Background: an optimization exercise with open tools, aiming at small area, a short achievable clock period and few clock cycles. Do not read the settings as production practice. Function was not checked in any run shown here: the RTL went through the layout flow alone. Power figures rest on the tool's default switching activity, not on a simulated workload.

==> design.v <==
module mest_pro_ctrlr(
    input  clk,
    input  i_reset_n,
    input  i_start,
    input  i_redirect,
    input  i_halt,
    output o_start,
    output reg o_run,
    output reg o_issue,
    output reg o_all_done
);
reg  halted;
wire start = i_start & ~o_run & ~halted & ~o_all_done;
assign o_start = start;
always @(posedge clk or negedge i_reset_n)
begin
    if (~i_reset_n) begin
        o_run      <= 1'b0;
        o_issue    <= 1'b0;
        halted     <= 1'b0;
        o_all_done <= 1'b0;
    end else begin
        o_run      <= start | (o_run & ~i_halt);
        o_issue    <= start | (o_run & ~i_halt & ~i_redirect);
        halted     <= i_halt;
        o_all_done <= halted;
    end
end
endmodule
module mest_pro_fetch(
    input  clk,
    input  i_reset_n,
    input  i_run,
    input  i_start,
    input  i_halt,
    input  i_jmp,
    input  i_ret,
    input  [7:0] i_const_K,
    output [15:0] o_prog_counter
);
reg [15:0] pc;
reg [15:0] ret_pc;
wire [3:0]  g  = {&pc[11:8], &pc[7:4], &pc[3:0], 1'b1};
wire [3:0]  gc = {g[3] & g[2] & g[1], g[2] & g[1], g[1], 1'b1};
reg  [15:0] cy;
integer i;
always @(*)
begin
    for (i = 0; i < 4; i = i + 1) begin
        cy[4*i]   = gc[i];
        cy[4*i+1] = gc[i] & pc[4*i];
        cy[4*i+2] = gc[i] & pc[4*i] & pc[4*i+1];
        cy[4*i+3] = gc[i] & pc[4*i] & pc[4*i+1] & pc[4*i+2];
    end
end
wire [15:0] pc_inc = pc ^ cy;
always @(posedge clk or negedge i_reset_n)
begin
    if (~i_reset_n) begin
        pc     <= 16'd0;
        ret_pc <= 16'd0;
    end else begin
        if (i_jmp)
            ret_pc <= pc;
        if (~i_run)
            pc <= {15'd0, i_start};
        else if (i_jmp)
            pc <= {8'd0, i_const_K};
        else if (i_ret)
            pc <= ret_pc;
        else if (i_halt)
            pc <= 16'd0;
        else
            pc <= pc_inc;
    end
end
assign o_prog_counter = pc;
endmodule
module mest_pro_decode(
    input  clk,
    input  i_reset_n,
    input  i_issue,
    input  [27:0] i_instr,
    output reg o_valid,
    output reg o_s0,
    output reg o_cin,
    output reg [7:0] o_a,
    output reg o_m,
    output reg [8:0] o_w
);
wire [3:0] op = i_instr[27:24];
wire [7:0] a  = i_instr[15:8];
wire [7:0] b  = i_instr[7:0];
wire       mul = (op == 4'd2);
wire       shl = (op == 4'd6);
reg [7:0] x;
reg [8:0] y;
always @(*)
begin
    x = 8'd0;
    y = 9'd0;
    case (op)
    4'd0: begin x = a; y = {1'b0, b}; end
    4'd1: begin x = a; y = ~{1'b0, b}; end
    4'd2: x = a;
    4'd3: x = a & b;
    4'd4: x = a | b;
    4'd5: x = {1'b0, a[7:1]};
    4'd6: x = a;
    4'd7: begin x = ~a; y = {1'b1, 8'd0}; end
    default: ;
    endcase
end
always @(posedge clk or negedge i_reset_n)
begin
    if (~i_reset_n)
        o_valid <= 1'b0;
    else
        o_valid <= i_issue;
end
always @(posedge clk)
begin
    o_s0  <= mul ? b[0] : ~shl;
    o_m   <= mul | shl;
    o_cin <= (op == 4'd1);
    o_a   <= x;
    o_w   <= mul ? {1'b0, b} : shl ? 9'd2 : y;
end
endmodule
module mest_pro_exec(
    input  clk,
    input  i_reset_n,
    input  i_valid,
    input  i_s0,
    input  i_cin,
    input  [7:0] i_a,
    input  i_m,           
    input  [8:0] i_w,     
    output reg o_valid_result,
    output reg [7:0] o_result,
    output reg o_carry,
    output reg o_zero_flag
);
wire p_1 = i_cin ^ (i_a[0] & i_s0) ^ (i_w[0] & ~i_m);
wire p_2 = (i_cin & (i_a[0] & i_s0)) | ((i_w[0] & ~i_m) & (i_cin ^ (i_a[0] & i_s0)));
wire p_3 = (i_a[1] & i_s0) ^ (i_m ? (i_a[0] & i_w[1]) : i_w[1]) ^ p_2;
wire p_4 = ((i_a[1] & i_s0) & (i_m ? (i_a[0] & i_w[1]) : i_w[1])) | (p_2 & ((i_a[1] & i_s0) ^ (i_m ? (i_a[0] & i_w[1]) : i_w[1])));
wire p_5 = (i_a[2] & i_s0) ^ (i_a[0] & i_w[2] & i_m) ^ (i_m ? (i_a[1] & i_w[1]) : i_w[2]);
wire p_6 = ((i_a[2] & i_s0) & (i_a[0] & i_w[2] & i_m)) | ((i_m ? (i_a[1] & i_w[1]) : i_w[2]) & ((i_a[2] & i_s0) ^ (i_a[0] & i_w[2] & i_m)));
wire p_7 = p_5 ^ p_4;
wire p_8 = p_5 & p_4;
wire p_9 = (i_a[3] & i_s0) ^ (i_a[1] & i_w[2] & i_m) ^ (i_a[0] & i_w[3] & i_m);
wire p_10 = ((i_a[3] & i_s0) & (i_a[1] & i_w[2] & i_m)) | ((i_a[0] & i_w[3] & i_m) & ((i_a[3] & i_s0) ^ (i_a[1] & i_w[2] & i_m)));
wire p_11 = (i_m ? (i_a[2] & i_w[1]) : i_w[3]) ^ p_6 ^ p_9;
wire p_12 = ((i_m ? (i_a[2] & i_w[1]) : i_w[3]) & p_6) | (p_9 & ((i_m ? (i_a[2] & i_w[1]) : i_w[3]) ^ p_6));
wire p_13 = p_8 ^ p_11;
wire p_14 = p_8 & p_11;
wire p_15 = (i_a[4] & i_s0) ^ (i_a[2] & i_w[2] & i_m) ^ (i_a[1] & i_w[3] & i_m);
wire p_16 = ((i_a[4] & i_s0) & (i_a[2] & i_w[2] & i_m)) | ((i_a[1] & i_w[3] & i_m) & ((i_a[4] & i_s0) ^ (i_a[2] & i_w[2] & i_m)));
wire p_17 = (i_a[5] & i_s0) ^ (i_a[3] & i_w[2] & i_m);
wire p_18 = (i_a[5] & i_s0) & (i_a[3] & i_w[2] & i_m);
wire p_19 = (i_a[6] & i_s0) ^ (i_a[4] & i_w[2] & i_m) ^ (i_a[3] & i_w[3] & i_m);
wire p_20 = ((i_a[6] & i_s0) & (i_a[4] & i_w[2] & i_m)) | ((i_a[3] & i_w[3] & i_m) & ((i_a[6] & i_s0) ^ (i_a[4] & i_w[2] & i_m)));
wire p_21 = (i_a[7] & i_s0) ^ (i_a[5] & i_w[2] & i_m) ^ (i_a[4] & i_w[3] & i_m);
wire p_22 = ((i_a[7] & i_s0) & (i_a[5] & i_w[2] & i_m)) | ((i_a[4] & i_w[3] & i_m) & ((i_a[7] & i_s0) ^ (i_a[5] & i_w[2] & i_m)));
wire p_23 = (i_a[3] & i_w[4] & i_m) ^ (i_a[2] & i_w[5] & i_m);
wire p_24 = (i_a[3] & i_w[4] & i_m) & (i_a[2] & i_w[5] & i_m);
wire p_25 = (i_a[0] & i_w[4] & i_m) ^ (i_m ? (i_a[3] & i_w[1]) : i_w[4]) ^ p_10;
wire p_26 = ((i_a[0] & i_w[4] & i_m) & (i_m ? (i_a[3] & i_w[1]) : i_w[4])) | (p_10 & ((i_a[0] & i_w[4] & i_m) ^ (i_m ? (i_a[3] & i_w[1]) : i_w[4])));
wire p_27 = (i_a[2] & i_w[3] & i_m) ^ (i_a[1] & i_w[4] & i_m) ^ (i_a[0] & i_w[5] & i_m);
wire p_28 = ((i_a[2] & i_w[3] & i_m) & (i_a[1] & i_w[4] & i_m)) | ((i_a[0] & i_w[5] & i_m) & ((i_a[2] & i_w[3] & i_m) ^ (i_a[1] & i_w[4] & i_m)));
wire p_29 = (i_m ? (i_a[4] & i_w[1]) : i_w[5]) ^ p_17;
wire p_30 = (i_m ? (i_a[4] & i_w[1]) : i_w[5]) & p_17;
wire p_31 = (i_a[2] & i_w[4] & i_m) ^ (i_a[1] & i_w[5] & i_m) ^ (i_a[0] & i_w[6] & i_m);
wire p_32 = ((i_a[2] & i_w[4] & i_m) & (i_a[1] & i_w[5] & i_m)) | ((i_a[0] & i_w[6] & i_m) & ((i_a[2] & i_w[4] & i_m) ^ (i_a[1] & i_w[5] & i_m)));
wire p_33 = (i_m ? (i_a[5] & i_w[1]) : i_w[6]) ^ p_18 ^ p_19;
wire p_34 = ((i_m ? (i_a[5] & i_w[1]) : i_w[6]) & p_18) | (p_19 & ((i_m ? (i_a[5] & i_w[1]) : i_w[6]) ^ p_18));
wire p_35 = (i_a[1] & i_w[6] & i_m) ^ (i_a[0] & i_w[7] & i_m) ^ (i_m ? (i_a[6] & i_w[1]) : i_w[7]);
wire p_36 = ((i_a[1] & i_w[6] & i_m) & (i_a[0] & i_w[7] & i_m)) | ((i_m ? (i_a[6] & i_w[1]) : i_w[7]) & ((i_a[1] & i_w[6] & i_m) ^ (i_a[0] & i_w[7] & i_m)));
wire p_37 = p_23 ^ p_20 ^ p_21;
wire p_38 = (p_23 & p_20) | (p_21 & (p_23 ^ p_20));
wire p_39 = p_15 ^ p_12;
wire p_40 = p_15 & p_12;
wire p_41 = p_16 ^ p_27 ^ p_29;
wire p_42 = (p_16 & p_27) | (p_29 & (p_16 ^ p_27));
wire p_43 = p_28 ^ p_31 ^ p_30;
wire p_44 = (p_28 & p_31) | (p_30 & (p_28 ^ p_31));
wire p_45 = p_32 ^ p_35 ^ p_34;
wire p_46 = (p_32 & p_35) | (p_34 & (p_32 ^ p_35));
wire p_47 = (i_a[6] & i_w[2] & i_m) ^ (i_a[5] & i_w[3] & i_m);
wire p_48 = (i_a[4] & i_w[4] & i_m) ^ (i_a[3] & i_w[5] & i_m);
wire p_49 = (i_a[2] & i_w[6] & i_m) ^ (i_a[1] & i_w[7] & i_m);
wire p_50 = (i_m ? (i_a[7] & i_w[1]) : i_w[8]) ^ p_24;
wire p_51 = p_47 ^ p_48;
wire p_52 = p_49 ^ p_22;
wire p_53 = p_50 ^ p_51;
wire p_54 = p_36 ^ p_52;
wire p_55 = p_53 ^ p_54;
reg [18:0] q;
reg v1;
always @(posedge clk)
begin
    q[0] <= p_1;
    q[1] <= p_3;
    q[2] <= p_7;
    q[3] <= p_13;
    q[4] <= p_25;
    q[5] <= p_14;
    q[6] <= p_39;
    q[7] <= p_26;
    q[8] <= p_41;
    q[9] <= p_40;
    q[10] <= p_33;
    q[11] <= p_43;
    q[12] <= p_42;
    q[13] <= p_37;
    q[14] <= p_45;
    q[15] <= p_44;
    q[16] <= p_38;
    q[17] <= p_55;
    q[18] <= p_46;
end
wire s_1 = q[4] ^ q[5];
wire s_2 = q[4] & q[5];
wire s_3 = q[7] ^ q[8] ^ q[9];
wire s_4 = (q[7] & q[8]) | (q[9] & (q[7] ^ q[8]));
wire s_5 = q[10] ^ q[11] ^ q[12];
wire s_6 = (q[10] & q[11]) | (q[12] & (q[10] ^ q[11]));
wire s_7 = q[13] ^ q[14] ^ q[15];
wire s_8 = (q[13] & q[14]) | (q[15] & (q[13] ^ q[14]));
wire s_9 = q[16] ^ q[17] ^ q[18];
wire s_10 = (q[16] & q[17]) | (q[18] & (q[16] ^ q[17]));
wire [4:0] fx, fy;
assign fx[0] = q[6];
assign fx[1] = s_3;
assign fx[2] = s_5;
assign fx[3] = s_7;
assign fx[4] = s_9;
assign fy[0] = s_1;
assign fy[1] = s_2;
assign fy[2] = s_4;
assign fy[3] = s_6;
assign fy[4] = s_8;
wire [4:0] ag = fx & fy;
wire [4:0] ap = fx ^ fy;
wire ag0_1 = ag[1] | (ap[1] & ag[0]);
wire ap0_1 = ap[1] & ap[0];
wire ag0_3 = ag[3] | (ap[3] & ag[2]);
wire ap0_3 = ap[3] & ap[2];
wire ag1_2 = ag[2] | (ap[2] & ag0_1);
wire ap1_2 = ap[2] & ap0_1;
wire ag1_3 = ag0_3 | (ap0_3 & ag0_1);
wire ap1_3 = ap0_3 & ap0_1;
wire ag2_4 = ag[4] | (ap[4] & ag1_3);
wire ap2_4 = ap[4] & ap1_3;
wire [4:0] rh = {ap[4] ^ ag1_3, ap[3] ^ ag1_2, ap[2] ^ ag0_1, ap[1] ^ ag[0], ap[0]};
wire       zh = ((fx ^ fy) == {fx[3:0] | fy[3:0], 1'b0});
wire [8:0] r = {rh, {q[3], q[2], q[1], q[0]}};
wire       zero = zh & ~(|{q[3], q[2], q[1], q[0]});
always @(posedge clk or negedge i_reset_n)
begin
    if (~i_reset_n) begin
        v1             <= 1'b0;
        o_valid_result <= 1'b0;
    end else begin
        v1             <= i_valid;
        o_valid_result <= v1;
    end
end
always @(posedge clk)
begin
    o_result    <= r[7:0];
    o_carry     <= r[8];
    o_zero_flag <= zero;
end
endmodule
module mest_pro#(
    parameter OP_CODE_SIZE     = 4,
    parameter INSTRUCTION_SIZE = OP_CODE_SIZE + 8 + 8 + 8,
    parameter ROM_DEPTH = 65536
)(
    input clk,
    input i_reset_n,
    input i_start,
    output [$clog2(ROM_DEPTH)-1  :0] o_prog_counter,
    input [INSTRUCTION_SIZE-1    :0] i_instruction,
    output [8-1 :0] o_result,
    output o_valid_result,
    output o_carry,
    output o_zero_flag,
    output o_all_done
);
wire       issue;       
wire       run;         
wire       start;
wire [3:0] op   = i_instruction[27:24];
wire       is_jmp  = issue & (op == 4'd8);
wire       is_ret  = issue & (op == 4'd9);
wire       is_halt = issue & (op == 4'd15);
wire       x_s0, x_cin;
wire [7:0] x_a;
wire       x_m;
wire [8:0] x_w;
wire       x_valid;
mest_pro_ctrlr u_ctrlr(
    .clk        (clk),
    .i_reset_n  (i_reset_n),
    .i_start    (i_start),
    .i_redirect (is_jmp | is_ret),
    .i_halt     (is_halt),
    .o_start    (start),
    .o_run      (run),
    .o_issue    (issue),
    .o_all_done (o_all_done)
);
mest_pro_fetch u_fetch(
    .clk            (clk),
    .i_reset_n      (i_reset_n),
    .i_run          (run),
    .i_start        (start),
    .i_halt         (is_halt),
    .i_jmp          (is_jmp),
    .i_ret          (is_ret),
    .i_const_K      (i_instruction[23:16]),
    .o_prog_counter (o_prog_counter)
);
mest_pro_decode u_decode(
    .clk        (clk),
    .i_reset_n  (i_reset_n),
    .i_issue    (issue),
    .i_instr    (i_instruction),
    .o_valid    (x_valid),
    .o_s0       (x_s0),
    .o_cin      (x_cin),
    .o_a        (x_a),
    .o_m        (x_m),
    .o_w        (x_w)
);
mest_pro_exec u_exec(
    .clk            (clk),
    .i_reset_n      (i_reset_n),
    .i_valid        (x_valid),
    .i_s0           (x_s0),
    .i_cin          (x_cin),
    .i_a            (x_a),
    .i_m            (x_m),
    .i_w            (x_w),
    .o_valid_result (o_valid_result),
    .o_result       (o_result),
    .o_carry        (o_carry),
    .o_zero_flag    (o_zero_flag)
);
endmodule
==> flow/run.sh <==
#!/bin/bash
# Layout: the standard synthesis, then the standard ORFS steps with plain
# buffers (not delay cells) on the ports and free resizing.
set -euo pipefail
bash standard.sh synth > synth.log 2>&1
bash standard.sh BUFFER_PORTS_ARGS="-buffer_cell sky130_fd_sc_hd__buf_1" MATCH_CELL_FOOTPRINT=0 CTS_ARGS="-sink_clustering_enable -repair_clock_nets -buf_list sky130_fd_sc_hd__clkbuf_8 -dont_use_dummy_load" finish > layout.log 2>&1
==> standard.sh <==
#!/bin/bash
# synth_recipe.tcl (not shown) runs the flow's synth.tcl, then flattens the netlist and writes it again
# the make line also repeats each setting of config.mk as NAME=value (left out here)
make -C /OpenROAD-flow-scripts/flow DESIGN_CONFIG=/design/flow/config.mk WORK_HOME=/design/flow/orfs CLKGATE_MAP_FILE= SYNTH_SCRIPT=/design/flow/synth_recipe.tcl "${@:-finish}"
==> config.mk <==
export PLATFORM = sky130hd
export DESIGN_NAME = mest_pro
export DESIGN_NICKNAME = mest_pro
export VERILOG_FILES = /design/flow/design.v
export SDC_FILE = /design/flow/constraint.sdc
export NUM_CORES = 4
export LEC_CHECK = 0
export ABC_AREA = 1
export CAP_MARGIN = 20
export CORE_MARGIN = 2
export CORE_UTILIZATION = 60
export CTS_BUF_LIST = sky130_fd_sc_hd__clkbuf_8
export SETUP_SLACK_MARGIN = 2.95
export SLEW_MARGIN = 20
==> constraint.sdc <==
create_clock -name core_clock -period 5.0 [get_ports {clk}]
set_input_delay 1.0000 -clock core_clock [delete_from_list [all_inputs] [get_ports {clk}]]
set_output_delay 1.0000 -clock core_clock [all_outputs]
set_load 0.01 [all_outputs]
==> results of run 1 <==
[layer usage]
metal / vias to the layer above / global-route usage [%]
met1: 1731 / 34.30
li1: 1840 / -
met2: 114 / 38.33
met5: - / 0
met3: 15 / 4.315
met4: 0 / 6.692
[report_power, final]
part | switching [mW] | total [mW] | leakage (nW) | internal, mW
Clock | 0.209 | 0.371 | 0.0647 | 0.161
Combinational | 0.251 | 0.401 | 1.67 | 0.151
Sequential | 0.0830 | 0.913 | 0.921 | 0.830
Total | 0.543 | 1.68 | 2.65 | 1.14
[flip-flops by register name, summed over array words and instances, names as in the netlist, 8 cells and up]
register,count
u_exec.q,19
u_fetch.pc,16
u_fetch.ret_pc,16
u_decode.o_w,9
u_decode.o_a,8
u_exec.o_result,8
[path summary, 6_finish.rpt]
kind                       depth (start not counted)  slack, ns            startpoint                              to
max                                                8       2.93  u_decode.o_m$_DFF_P_             u_exec.q[3]$_DFF_P_
min                                                0       0.35   u_exec.q[3]$_DFF_P_      u_exec.o_result[3]$_DFF_P_
max reg2reg                                        8       2.93  u_decode.o_m$_DFF_P_             u_exec.q[3]$_DFF_P_
min reg2reg                                        0       0.35   u_exec.q[3]$_DFF_P_      u_exec.o_result[3]$_DFF_P_
max in group asynchronous                          2       4.03             i_reset_n  u_fetch.ret_pc[13]$_DFFE_PN0P_
min in group asynchronous                          1       0.50             i_reset_n             u_exec.v1$_DFF_PN0_
[critical path, cell delays in order (launching register included)]
cell	delay [ns]
dfxtp_4	0.38
buf_6	0.13
nand2_4	0.05
nor2_1	0.05
fa_1	0.50
inv_1	0.05
fa_1	0.48
inv_1	0.04
ha_1	0.27
[cells in the final DEF, fill, tap and decap left out, drive strengths merged]
cell type | Yosys | routed
xnor2 | 5 | 5
fa | 22 | 22
nand4 | 5 | 5
a21o | 1 | 1
inv | 86 | 86
a22oi | 3 | 3
clkinv | 1 | 1
clkbuf | 3 | 12
nor2 | 32 | 32
a32oi | 1 | 1
nand2 | 169 | 170
ha | 26 | 26
nor3 | 10 | 10
buf | 6 | 71
o31ai | 4 | 4
xor2 | 7 | 7
o2111ai | 7 | 7
o21ai | 13 | 13
o211ai | 1 | 1
dfrtp | 39 | 39
nand3 | 25 | 25
dfxtp | 49 | 49
a21oi | 12 | 12
o2bb2ai | 7 | 7
nand3b | 1 | 1
o22ai | 3 | 3
[kinds of logic after synthesis]
kind of cell               Yosys count  share of synthesized area [%]
buffers and inverters               96                          8.156
and+or+nand+nor                    242                          21.91
adders and majority gates           48                          16.86
DFF                                 88                          43.10
xor gates and xnor gates            12                          2.315
AOI/OAI and AO/OA                   52                          7.661
[per-stage QoR]
step	std cells	setup WS, ns	hold slack [ns]	total power [mW]
4_1_cts	699	2.845	0.3534	1.672
6_report	712	2.926	0.3544	1.685
2_1_floorplan	538	2.959	0.3312	1.162
3_3_place_gp	686	2.404	0.3386	1.279
3_5_place_dp	686	2.334	0.3412	1.292
5_1_grt	712	2.840	0.3665	1.800
[final cells by class]
type / instances / area share, %
sequential: 88 / 37.76
multi-input combinational: 355 / 44.05
clock buffer: 9 / 2.379
tap: 99 / 2.379
timing repair buffer: 74 / 6.873
inverter: 87 / 6.561
[timing repair]
action,CTS,global route
resized for setup,13,21
gates cloned,0,1
setup endpoints to repair,26,34
setup buffers,4,11
pin swaps,3,5
==> qor.yml, run 1 <==
status: "timing/DRC/antenna clean"
wire_per_inst_um: 13.04
synth_area_um2: 4541
cts.path.max_buffers: 2
cp_max_fo: 7
start_util_pct: 62.27
area_growth_pct: 14.66
powerDensity_nw_per_um2: 323.6
cts_max_level: 3
critPathCaptureType: "register"
syn-num-nets: 617
hold_viol: 0
fmax_mhz: 482.2
syn_inst: 538
peakVddDrop_v: 0.0002463
grt_max_degree: 40
dieArea_um2: 8279
multi_input_area_um2: 2293
antenna_found_initial: 0
final_util_pct: 71.40
detail-route-antenna-nets: 0
ys_types: 34
via_per_inst: 5.197
relSlewSlack_pct: 69.86
wl_met2_um: 4257
fin_nets: 694
antenna-diode-count: 0
ys_warn_count: 4
avgSynthCellArea_um2: 8.440
yosys-top-cells-area: "dfxtp_1 (22%), dfrtp_1 (21%), nand2_1 (14%)"
ff_latch_area_um2: 1966
vias: 3700
dieHeight_um: 90.99
tightest_slew_ns: 0.4505
yosys_register_bits: 88
clkTransAtPathRegs_ns: 0.07
ios: 59
drive_above_1_share_pct: 9.625
synth_edf_count: 0
rows: 31
gp_congestion: 0.8857
drt_drc_violations_left: 0
seq_area_frac_synth_pct: 43.10
place_area_um2: 4846
hp-class: "register to register"
grt-ovfl-total: 0
synth-main-ff-cell: "dfxtp_1"
root_buffer: "clkbuf_8"
wirelength_um: 9281
layout_min_cycle_time_ns: 2.074
drt-met1-wl_um: 4460
fin_skew_ns: 0.02612
track_usage_pct: 24.14
maxCapViolCount: 0
dp_hpwl_um: 6874
tns_ns: 0
cts_made_buffers: 9
dr.pass1.iters: 5
setup_viol: 0
period_share_pct: 41.47
synthArstFlopShare_pct: 44.32
synth.most_common_cell: "nand2_1"
yosysTopAreaCellShare_pct: 21.60
rsz0062_at_grt: "yes"
synth_top_cell_by_area: "dfxtp_1"
insertion_delay_ns: 0.36
design.core.area_um2: 7292
grt_pass1_wl_um: 16010
worstSetupPathType: "register to register"
holdBufCountCts: 0
power.leakage_nw: 2.652
top_layer: "met4"
critPathLaunchType: "register"
initialDrtViolationCount: 163
cts_tree: "yes"
cp_data_arrival_time_ns: 2.29
drv_slew: 0
fp.dieW_um: 90.99
final_area_um2: 5206
fill_cells: 601
dr_wl_met3_um: 441
synth_common_cells: "nand2_1 (168), inv_1 (83), dfxtp_1 (49)"
first_global_vias: 3520
cts.sinks: 88
worstPathRequired_ns: 5.22
io_buffer_count: 58
==> run 2, diff against run 1 <==
--- a/config.mk
+++ b/config.mk
@@ -8,7 +8,7 @@
 export ABC_AREA = 1
 export CAP_MARGIN = 20
 export CORE_MARGIN = 2
-export CORE_UTILIZATION = 60
+export CORE_UTILIZATION = 50
 export CTS_BUF_LIST = sky130_fd_sc_hd__clkbuf_8
 export SETUP_SLACK_MARGIN = 2.95
 export SLEW_MARGIN = 20
==> run 2 against run 1 <==
Net effect: still clean; total power about the same; clock power increased by 2%; area after synthesis unchanged; critical path depth unchanged; via count decreased by 3.4%; design area decreased by 0.31%; sequential power about the same; die area increased by 19%; global-route usage decreased by 4.4 points; sequential cell count unchanged; maximum frequency increased by 1.4%; first-iteration DRC count increased by 9.8%; critical path type unchanged; largest cell class unchanged; highest routed layer unchanged.
==> qor.yml, run 2 <==
synthArstFlopShare_pct: 44.32  # unchanged
dr.pass1.iters: 5  # unchanged
critPathLaunchType: "register"
via_per_inst: 4.992  # -3.9%
peakVddDrop_v: 0.0001905  # -23%
fill_cells: 828  # +38%
initialDrtViolationCount: 179  # +9.8%
layout_min_cycle_time_ns: 2.044  # -0.02940 ns
yosysTopAreaCellShare_pct: 21.60  # unchanged
fmax_mhz: 489.2  # +1.4%
cts.sinks: 88  # unchanged
worstSetupPathType: "register to register"
critPathCaptureType: "register"
p_int_mw: 1.144  # +0.22%
synth_edf_count: 0  # unchanged
fin_nets: 689  # -0.72%
switching_share_pct: 32.02  # -0.21 points
wirelength_um: 9023  # -2.8%
area_growth_pct: 14.30
power.leakage_nw: 2.631  # -0.80%
ys_warn_count: 4  # unchanged
root_buffer: "clkbuf_8"
ios: 59  # unchanged
yosys-top-cells-area: "dfxtp_1 (22%), dfrtp_1 (21%), nand2_1 (14%)"
grt_max_degree: 40  # unchanged
cts_made_buffers: 9  # unchanged
final_cell_mix: "nand2_1 (163), inv_1 (80), buf_1 (56)"
synth_top_cell_by_area: "dfxtp_1"
final_common_cell: "nand2_1"
track_usage_pct: 19.75  # -4.4 points
top_register: "u_exec.q"
seq_area_frac_synth_pct: 43.10  # unchanged
cts_max_level: 3  # unchanged
wire_per_inst_um: 12.60  # -3.3%
grt_pass1_wl_um: 15790  # -1.4%
dieArea_um2: 9860  # +19%
ys_types: 34  # unchanged
hp-class: "register to register"
design.core.area_um2: 8763  # +20%
comb_power_share_pct: 23.6  # -0.2 points
largestRegisters: "u_exec.q x19, u_fetch.pc x16, u_fetch.ret_pc x16"
rsz0062_at_grt: "yes"
avgSynthCellArea_um2: 8.440  # unchanged
status: "timing/DRC/antenna clean"
cp_data_arrival_time_ns: 2.28  # about the same
timing.hold.ws_ns: 0.3470  # -0.007395 ns
synth_common_cells: "nand2_1 (168), inv_1 (83), dfxtp_1 (49)"
synth_area_um2: 4541  # unchanged
yosys_register_bits: 88  # unchanged
detail-route-antenna-nets: 0  # unchanged
first_global_vias: 3473  # -1.3%
holdBufCountCts: 0  # unchanged
largest_reg_flops: 19  # unchanged
start_util_pct: 51.81  # -10 points
p_clk_share_pct: 22.4  # +0.4 points
dieHeight_um: 99.30  # +9.1%
hold_viol: 0  # unchanged
relSlewSlack_pct: 36.33  # -34 points
synth-main-ff-cell: "dfxtp_1"
cp_max_fo: 7  # unchanged
pwr-share-seq_pct: 54.1  # about the same
drv_slew: 0  # unchanged
vias: 3574  # -3.4%
p_switching_uw: 539.1  # -0.74%
drt_drc_violations_left: 0  # unchanged
tns_ns: 0  # unchanged
worstPathRequired_ns: 5.23  # about the same
dp_hpwl_um: 6757  # -1.7%
antenna_found_initial: 0  # unchanged
fin_skew_ns: 0.01419  # -0.01192 ns
insertion_delay_ns: 0.34  # -0.02 ns
tightest_slew_ns: 0.9550  # +0.5046 ns
syn-num-nets: 617  # unchanged
grt-ovfl-total: 0  # unchanged
syn_inst: 538  # unchanged
antenna-diode-count: 0  # unchanged
clkTransAtPathRegs_ns: 0.08  # about the same
cts.path.max_buffers: 2  # unchanged
maxCapViolCount: 0  # unchanged
fp.dieW_um: 99.30  # +9.1%
period_share_pct: 40.89  # -0.59 points
cts_tree: "yes"
setup_viol: 0  # unchanged
drive_above_1_share_pct: 9.539  # -0.085 points
io_buffer_count: 58  # unchanged
gp_congestion: 0.8653  # -2.3%
rows: 34  # +9.7%
synth.most_common_cell: "nand2_1"
powerDensity_nw_per_um2: 324.4  # +0.22%
run 2: metrics by stage:
| stage | power (mW) | instances | setup WS [ns] | area [um2] | util [%] |
|---|---|---|---|---|---|
| finish | 1.683 | 716 | 2.956 | 5190 | 59.22 |
| global placement | 1.285 | 695 | 2.373 | 4857 | 55.43 |
| global route | 1.807 | 716 | 2.892 | 5190 | 59.22 |
| CTS | 1.706 | 711 | 2.935 | 5114 | 58.35 |
| detailed placement | 1.292 | 695 | 2.276 | 4857 | 55.43 |
| floorplan | 1.162 | 538 | 2.959 | 4554 | - |
run 2: final timing paths:
kind,start,endpoint,slack (ns),depth (start not counted)
worst max-delay path,u_decode.o_m$_DFF_P_,u_exec.q[3]$_DFF_P_,2.96,8
worst min-delay path,u_exec.q[2]$_DFF_P_,u_exec.o_result[2]$_DFF_P_,0.35,0
worst min register to register,u_exec.q[2]$_DFF_P_,u_exec.o_result[2]$_DFF_P_,0.35,0
worst max register to register,u_decode.o_m$_DFF_P_,u_exec.q[3]$_DFF_P_,2.96,8
min in group asynchronous,i_reset_n,u_fetch.ret_pc[1]$_DFFE_PN0P_,0.79,1
max in group asynchronous,i_reset_n,u_fetch.pc[10]$_DFF_PN0_,3.60,1
run 2: layout make-up:
type	instances	area (um2)	area share (%)
clock buffers	9	123.9	2.387
inverters	87	339.1	6.533
multi-input cells	354	2293	44.19
flip-flops and latches	88	1972	37.99
well taps	108	135.1	2.604
repair buffers	70	326.6	6.292
run 2: cell families after synthesis:
logic type,synth area share [%]
AND/OR/NAND/NOR,21.91
XOR/XNOR,2.315
buffers and inverters,8.156
AO/OA/AOI/OAI,7.661
flip-flops,43.10
adder cells (fa/ha/maj),16.86
run 2: power groups by stage:
stage	registers, mW	logic [mW]	clock network [mW]
final	0.910	0.397	0.377
after detailed placement	0.926	0.366	0
after global routing	0.926	0.458	0.423
after CTS	0.912	0.397	0.397
after global placement	0.926	0.358	0
after floorplan	0.920	0.242	0
run 2: worst max-delay path: stages (launching register included):
cell,delay (ns)
dfxtp_4,0.39
buf_6,0.13
nand2_4,0.07
nor2_4,0.04
fa_1,0.49
inv_1,0.05
fa_1,0.47
inv_1,0.04
ha_1,0.26
run 2: repair_timing:
item | in CTS | in global routing
cloned | 0 | 0
pin swaps | 2 | 3
buffers inserted | 7 | 5
gates resized for setup | 27 | 14
setup endpoints to repair | 30 | 22
run 2: layer usage:
metal / global-route usage (%) / share of wire (%) / up-vias
li1: - / - / 1827
met1: 28.19 / 48 / 1631
met2: 30.77 / 45 / 107
met3: 4.076 / 5.6 / 9
met4: 5.479 / 0.98 / 0
met5: 0 / 0 / -
==> run 3, diff against run 2 <==
--- a/config.mk
+++ b/config.mk
@@ -10,5 +10,5 @@
 export CORE_MARGIN = 2
 export CORE_UTILIZATION = 50
 export CTS_BUF_LIST = sky130_fd_sc_hd__clkbuf_8
-export SETUP_SLACK_MARGIN = 2.95
+export SETUP_SLACK_MARGIN = 2.9
 export SLEW_MARGIN = 20
==> run 3 against run 2 <==
Net effect: core utilization fell by 1.0 points; sequential power about the same; maximum frequency shrank 1.5%; critical path type unchanged; largest power group unchanged; highest routed layer unchanged.
==> qor.yml, run 3 <==
cts.sinks: 88  # unchanged
synth_top_cell_by_area: "dfxtp_1"
layout_min_cycle_time_ns: 2.076  # +0.03138 ns
clkTransAtPathRegs_ns: 0.08  # about the same
maxCapViolCount: 0  # unchanged
yosysTopAreaCellShare_pct: 21.60  # unchanged
area_growth_pct: 12.32
synth_area_um2: 4541  # unchanged
grt-ovfl-total: 0  # unchanged
grt_max_degree: 40  # unchanged
hp-class: "register to register"
reg2reg_to: "u_exec.q[14]$_DFF_P_"
avgSynthCellArea_um2: 8.440  # unchanged
critPathCaptureType: "register"
peakVddDrop_v: 0.0001921  # +0.86%
critPathLaunchType: "register"
synth_common_cells: "nand2_1 (168), inv_1 (83), dfxtp_1 (49)"
drive_above_1_share_pct: 6.645  # -2.9 points
dp_slack_ns: 2.275  # -0.001080 ns
root_buffer: "clkbuf_8"
dieArea_um2: 9860  # unchanged
wirelength_um: 8939  # -0.93%
hold_viol: 0  # unchanged
wire_per_inst_um: 12.59  # about the same
cts_tree: "yes"
worstPathRequired_ns: 5.28  # +0.05 ns
ys_warn_count: 4  # unchanged
antenna-diode-count: 0  # unchanged
power.leakage_nw: 2.591  # -1.5%
synth.most_common_cell: "nand2_1"
cts_max_level: 3  # unchanged
dp_hpwl_um: 6767  # +0.14%
rows: 34  # unchanged
io_buffer_count: 58  # unchanged
gp_congestion: 0.8660  # about the same
drt_drc_violations_left: 0  # unchanged
first_global_vias: 3421  # -1.5%
multi_input_area_um2: 2262  # -1.4%
p_clk_share_pct: 22.1  # -0.3 points
layout_setup_ws_ns: 2.924  # -0.03138 ns
cts_made_buffers: 9  # unchanged
cp_data_arrival_time_ns: 2.36  # +0.08 ns
dr.pass1.iters: 4  # -1
switching_share_pct: 31.84  # -0.19 points
yosys_register_bits: 88  # unchanged
yosys-top-cells-area: "dfxtp_1 (22%), dfrtp_1 (21%), nand2_1 (14%)"
largest_reg_flops: 19  # unchanged
worstSetupPathType: "register to register"
synthArstFlopShare_pct: 44.32  # unchanged
dp_cells: 695  # unchanged
startpoint: "u_decode.o_w[2]$_DFF_P_"
cp_max_fo: 5  # -2
largestRegisters: "u_exec.q x19, u_fetch.pc x16, u_fetch.ret_pc x16"
top_register: "u_exec.q"
p_switching_uw: 531.8  # -1.3%
start_util_pct: 51.81  # unchanged
syn-num-nets: 617  # unchanged
ys_types: 34  # unchanged
cts.path.max_buffers: 2  # unchanged
design.core.area_um2: 8763  # unchanged
syn_inst: 538  # unchanged
fmax_mhz: 481.8  # -1.5%
final_common_cell: "nand2_1"
fp.dieW_um: 99.30  # unchanged
final_cells: 710  # -0.84%
antenna_found_initial: 0  # unchanged
detail-route-antenna-nets: 0  # unchanged
drv_slew: 0  # unchanged
rr_startpoint: "u_decode.o_w[2]$_DFF_P_"
vias: 3557  # -0.48%
insertion_delay_ns: 0.35  # about the same
rsz0062_at_grt: "yes"
track_usage_pct: 19.39  # -0.35 points
reg2reg_setup_slack_ns: 2.92  # -0.03 ns
grt_pass1_wl_um: 15410  # -2.4%
comb_power_share_pct: 23.4  # -0.2 points
initialDrtViolationCount: 190  # +6.1%
status: "timing/DRC/antenna clean"
final_cell_mix: "nand2_1 (166), inv_1 (80), buf_1 (57)"
tns_ns: 0  # unchanged
fin_skew_ns: 0.02611  # +0.01192 ns
via_per_inst: 5.010  # +0.37%
setup.worst_path.end: "u_exec.q[14]$_DFF_P_"
relSlewSlack_pct: 36.06  # -0.28 points
ios: 59  # unchanged
synth_edf_count: 0  # unchanged
period_share_pct: 41.51  # +0.63 points
setup_viol: 0  # unchanged
synth-main-ff-cell: "dfxtp_1"
dieHeight_um: 99.30  # unchanged
ff_latch_area_um2: 1964  # -0.38%
rr_worst_depth: 7  # -1
tightest_slew_ns: 0.9592  # +0.004138 ns
fin_nets: 683  # -0.87%
powerDensity_nw_per_um2: 327.6  # +0.99%
p_int_mw: 1.139  # -0.49%
fill_cells: 821  # -0.85%
pwr-share-seq_pct: 54.5  # +0.4 points
seq_area_frac_synth_pct: 43.10  # unchanged
run 3: how the worst min path moves through the flow:
stage                              startpoint                              end  slack (ns)  cells after the start
final                     u_exec.q[2]$_DFF_P_       u_exec.o_result[2]$_DFF_P_        0.36                      0
after CTS                 u_exec.q[2]$_DFF_P_       u_exec.o_result[2]$_DFF_P_        0.36                      0
after global placement    u_exec.q[3]$_DFF_P_       u_exec.o_result[3]$_DFF_P_        0.34                      0
after detailed placement  u_exec.v1$_DFF_PN0_  u_exec.o_valid_result$_DFF_PN0_        0.34                      0
after global routing      u_exec.q[2]$_DFF_P_       u_exec.o_result[2]$_DFF_P_        0.36                      0
after floorplan           u_exec.v1$_DFF_PN0_  u_exec.o_valid_result$_DFF_PN0_        0.33                      0
run 3: per-layer routing:
layer,part of all wire [%],vias up,routed length (um),track usage (%)
met4,1.9,0,170,8.430
met5,0,-,0,0
li1,-,1812,-,-
met1,49,1637,4366,26.99
met3,4.5,14,400,2.811
met2,45,94,4003,30.41
run 3: cell type report:
cell class,instances,share of cell area (%)
flip-flops and latches,88,38.52
clock buffers,9,2.429
well taps,108,2.650
repair buffers,64,5.496
multi-input cells,354,44.36
inverters,87,6.551
run 3: kinds of logic (layout without fill, tap and decap cells):
kind of cell,after synthesis,after routing,synth area share [%]
AO/OA/AOI/OAI,52,52,7.661
XOR/XNOR,12,12,2.315
adder cells (fa/ha/maj),48,48,16.86
flip-flops,88,88,43.10
buffers and inverters,96,160,8.156
AND/OR/NAND/NOR,242,242,21.91
run 3: repair_timing:
| action | 4_1_cts | 5_1_grt |
|---|---|---|
| pin swaps | 1 | 4 |
| gates cloned | 0 | 0 |
| hold endpoints to repair | 0 | 0 |
| hold buffers | 0 | 0 |
| setup buffers | 3 | 3 |
| setup endpoints to repair | 20 | 41 |
| resized for setup | 12 | 13 |
run 3: through the flow:
step                hold slack (ns)  power (mW)  utilization (%)  cell area (um2)
detailed placement           0.3388       1.291            55.43             4857
finish                       0.3561       1.671            58.20             5100
global placement             0.3419       1.285            55.43             4857
floorplan                    0.3312       1.162                -             4551
CTS                          0.3585       1.673            57.37             5027
global route                 0.3631       1.789            58.20             5100
run 3: worst max-delay path, stage by stage (launching register included):
cell	delay (ns)
dfxtp_2	0.38
inv_2	0.09
nor3_4	0.20
fa_1	0.46
fa_1	0.38
inv_1	0.07
fa_1	0.40
inv_1	0.05
run 3: power by group through the flow:
stage | sequential (mW) | combinational (mW) | clock (mW)
after floorplan | 0.920 | 0.242 | 0
after global placement | 0.927 | 0.358 | 0
after detailed placement | 0.927 | 0.365 | 0
after CTS | 0.912 | 0.374 | 0.388
after global routing | 0.927 | 0.450 | 0.412
final | 0.910 | 0.391 | 0.370
==> run 4, diff against run 3 <==
--- a/config.mk
+++ b/config.mk
@@ -10,5 +10,5 @@
 export CORE_MARGIN = 2
 export CORE_UTILIZATION = 50
 export CTS_BUF_LIST = sky130_fd_sc_hd__clkbuf_8
-export SETUP_SLACK_MARGIN = 2.9
+export SETUP_SLACK_MARGIN = 3.0
 export SLEW_MARGIN = 20
==> run 4 against run 3 <==
Net effect: still clean; final cell count rose by 1.5%; global-route usage is 0.76 points higher; count of clock-buffer cells in the layout unchanged; core utilization rose by 1.6 points; sequential power hardly changed; via count is 1.2% higher; die area did not move; setup slack better by 0.033 ns; clock skew rose by 0.00075 ns; hold slack worse by 0.0041 ns; sequential cell count is the same; largest power group unchanged.
==> qor.yml, run 4 <==
critPathLaunchType: "register"
design.core.area_um2: 8763  # unchanged
multi_input_area_um2: 2297  # +1.5%
antenna_found_initial: 0  # unchanged
status: "timing/DRC/antenna clean"
cts_tree: "yes"
switching_share_pct: 32.38  # +0.54 points
worstPathRequired_ns: 5.26  # -0.02 ns
largest_reg_flops: 19  # unchanged
avgSynthCellArea_um2: 8.440  # unchanged
yosys-top-cells-area: "dfxtp_1 (22%), dfrtp_1 (21%), nand2_1 (14%)"
dieHeight_um: 99.30  # unchanged
period_share_pct: 40.85  # -0.66 points
p_switching_uw: 549.2  # +3.3%
cts.sinks: 88  # unchanged
ys_types: 34  # unchanged
hp-class: "register to register"
layout_min_cycle_time_ns: 2.043  # -0.03301 ns
crit_chain: "buf_6, nand2_4, nor2_1, fa_1, inv_1, fa_1, inv_1, ha_1"
worstSetupPathType: "register to register"
initialDrtViolationCount: 147  # -23%
area_growth_pct: 15.46
drv_slew: 0  # unchanged
final_cell_mix: "nand2_1 (162), inv_1 (77), buf_1 (54)"
synth.most_common_cell: "nand2_1"
grt_pass1_wl_um: 15950  # +3.4%
dieArea_um2: 9860  # unchanged
cp_max_fo: 6  # +1
fmax_mhz: 489.6  # +1.6%
startpoint: "u_decode.o_m$_DFF_P_"
detail-route-antenna-nets: 0  # unchanged
ys_warn_count: 4  # unchanged
yosysTopAreaCellShare_pct: 21.60  # unchanged
cp_slowest_cell: "fa_1"
peakVddDrop_v: 0.0001998  # +4.0%
synthArstFlopShare_pct: 44.32  # unchanged
fill_cells: 821  # unchanged
insertion_delay_ns: 0.36  # about the same
critPathMaxStageDelay_ns: 0.48  # +0.02 ns
synth_top_cell_by_area: "dfxtp_1"
fin_skew_ns: 0.02686  # +0.0007536 ns
critPathCaptureType: "register"
wire_per_inst_um: 13.05  # +3.7%
maxCapViolCount: 0  # unchanged
syn-num-nets: 617  # unchanged
fin_nets: 694  # +1.6%
synth_area_um2: 4541  # unchanged
cts_made_buffers: 9  # unchanged
dr.pass1.iters: 5  # +1
rr_worst_depth: 8  # +1
rows: 34  # unchanged
rsz0062_at_grt: "yes"
gp_congestion: 0.8657  # about the same
io_buffer_count: 58  # unchanged
clkTransAtPathRegs_ns: 0.09  # about the same
yosys_register_bits: 88  # unchanged
final_common_cell: "nand2_1"
cts_max_level: 3  # unchanged
comb_power_share_pct: 23.8  # +0.4 points
top_register: "u_exec.q"
cp_num_buf_inv: 3  # unchanged
wirelength_um: 9412  # +5.3%
holdBufCountCts: 0  # unchanged
relSlewSlack_pct: 43.09  # +7.0 points
synth_common_cells: "nand2_1 (168), inv_1 (83), dfxtp_1 (49)"
first_global_vias: 3560  # +4.1%
fp.dieW_um: 99.30  # unchanged
vias: 3601  # +1.2%
p_int_mw: 1.147  # +0.71%
ff_latch_area_um2: 1969  # +0.26%
track_usage_pct: 20.15  # +0.76 points
cts.path.max_buffers: 2  # unchanged
cp.depth: 8  # +1
start_util_pct: 51.81  # unchanged
grt-ovfl-total: 0  # unchanged
powerDensity_nw_per_um2: 323.5  # -1.2%
p_clk_share_pct: 22.4  # +0.3 points
rr_startpoint: "u_decode.o_m$_DFF_P_"
via_per_inst: 4.994  # -0.31%
setup_viol: 0  # unchanged
syn_inst: 538  # unchanged
min_from: "u_exec.v1$_DFF_PN0_"
seq_area_frac_synth_pct: 43.10  # unchanged
synth-main-ff-cell: "dfxtp_1"
tns_ns: 0  # unchanged
largestRegisters: "u_exec.q x19, u_fetch.pc x16, u_fetch.ret_pc x16"
antenna-diode-count: 0  # unchanged
synth_edf_count: 0  # unchanged
tightest_slew_ns: 0.8537  # -0.1055 ns
cp_top_family: "adder cells"
ios: 59  # unchanged
hold_viol: 0  # unchanged
pwr-share-seq_pct: 53.8  # -0.7 points
power.leakage_nw: 2.673  # +3.2%
hold_depth: 0  # unchanged
drive_above_1_share_pct: 10.93  # +4.3 points
drt_drc_violations_left: 0  # unchanged
dp_hpwl_um: 6954  # +2.8%
timing.hold.ws_ns: 0.3520  # -0.004127 ns
grt_max_degree: 40  # unchanged
root_buffer: "clkbuf_8"
cp_data_arrival_time_ns: 2.30  # -0.06 ns
==> run 4: worst paths after layout <==
kind / to / slack, ns
max in group asynchronous: u_fetch.pc[15]$_DFF_PN0_ / 3.71
worst min register to register: u_exec.o_valid_result$_DFF_PN0_ / 0.35
worst max register to register: u_exec.q[3]$_DFF_P_ / 2.96
min in group asynchronous: u_fetch.ret_pc[13]$_DFFE_PN0P_ / 0.75
worst min-delay path: u_exec.o_valid_result$_DFF_PN0_ / 0.35
worst max-delay path: u_exec.q[3]$_DFF_P_ / 2.96
==> run 4: power by group through the flow <==
stage,Sequential (mW),Combinational [mW],Clock (mW)
3_3_place_gp,0.926,0.358,0
5_1_grt,0.929,0.463,0.420
2_1_floorplan,0.920,0.243,0
3_5_place_dp,0.926,0.367,0
4_1_cts,0.912,0.394,0.395
6_report,0.913,0.403,0.380
==> run 4: metal layers <==
layer | vias to the layer above | wire, um | global-route usage [%]
met2 | 98 | 4285 | 32.85
met1 | 1642 | 4429 | 26.52
li1 | 1842 | - | -
met4 | 0 | 195 | 7.692
met5 | - | 0 | 0
met3 | 19 | 502 | 4.216
==> run 4: logic make-up (layout without fill, tap and decap cells) <==
family,after synthesis,after routing,synth area share [%]
AO/OA/AOI/OAI,52,52,7.661
XOR/XNOR,12,12,2.315
adder cells (fa/ha/maj),48,48,16.86
buffers and inverters,96,171,8.156
flip-flops,88,88,43.10
AND/OR/NAND/NOR,242,242,21.91
==> run 4: worst register-to-register path, cell delays in order, from the launching register on <==
cell,delay [ns]
dfxtp_4,0.39
buf_6,0.14
nand2_4,0.08
nor2_1,0.06
fa_1,0.48
inv_1,0.05
fa_1,0.48
inv_1,0.04
ha_1,0.26
==> run 4: per-stage QoR <==
stage,area [um2],power (mW),cells,util [%],worst slack [ns]
3_3_place_gp,4872,1.284,695,55.60,2.383
3_5_place_dp,4872,1.293,695,55.60,2.286
6_report,5243,1.696,721,59.82,2.957
2_1_floorplan,4569,1.163,538,-,2.991
4_1_cts,5091,1.701,709,58.10,2.937
5_1_grt,5243,1.811,721,59.82,2.883
==> run 4: timing repair <==
action / 4_1_cts / 5_1_grt
endpoints found under the setup margin: 37 / 44
gates resized for setup: 16 / 26
pin swaps: 3 / 8
setup buffers: 5 / 12
==> run 4: layout make-up <==
class | instances | area share [%]
inverter | 87 | 6.611
clock buffer | 9 | 2.363
tap | 108 | 2.578
sequential | 88 | 37.57
multi-input combinational | 354 | 43.82
timing repair buffer | 75 | 7.064

[separate check: timing with driven ports]
How much do the figures lean on ideal ports? The routed layouts below were timed once more, with nothing changed but the port constraints. Step 1 sets driving cells, clkbuf_16 on the clock port and buf_2 on the other inputs (assumed; they add their load-dependent delay and slew). Step 2 moves the port delays by t, midway between the first and last clock arrival at a register: inputs arrive t later, outputs are due t later. That takes back most of the time a late clock gives input paths. Three values: ideal, step 1, step 2; two values: the first two.
| run | t, ns | setup WS [ns] | worst setup path after step 2 | slew at the worst register clock pin (ns) | pins driven straight from the clock port |
|---|---|---|---|---|---|
| run 1 | 0.367 | 2.926 / 2.926 / 2.680 | input to register | 0.10 / 0.10 | 1 |
| run 2 | 0.365 | 2.956 / 2.956 / 2.650 | input to register | 0.08 / 0.08 | 1 |
| run 3 | 0.371 | 2.924 / 2.924 / 2.609 | input to register | 0.10 / 0.10 | 1 |
| run 4 | 0.382 | 2.957 / 2.957 / 2.737 | input to register | 0.09 / 0.09 | 1 |
After both steps setup and hold are still met in every run listed. The setup slack of run 3, which loses most, moves by 0.000 ns with the drivers and by -0.315 ns with both steps.
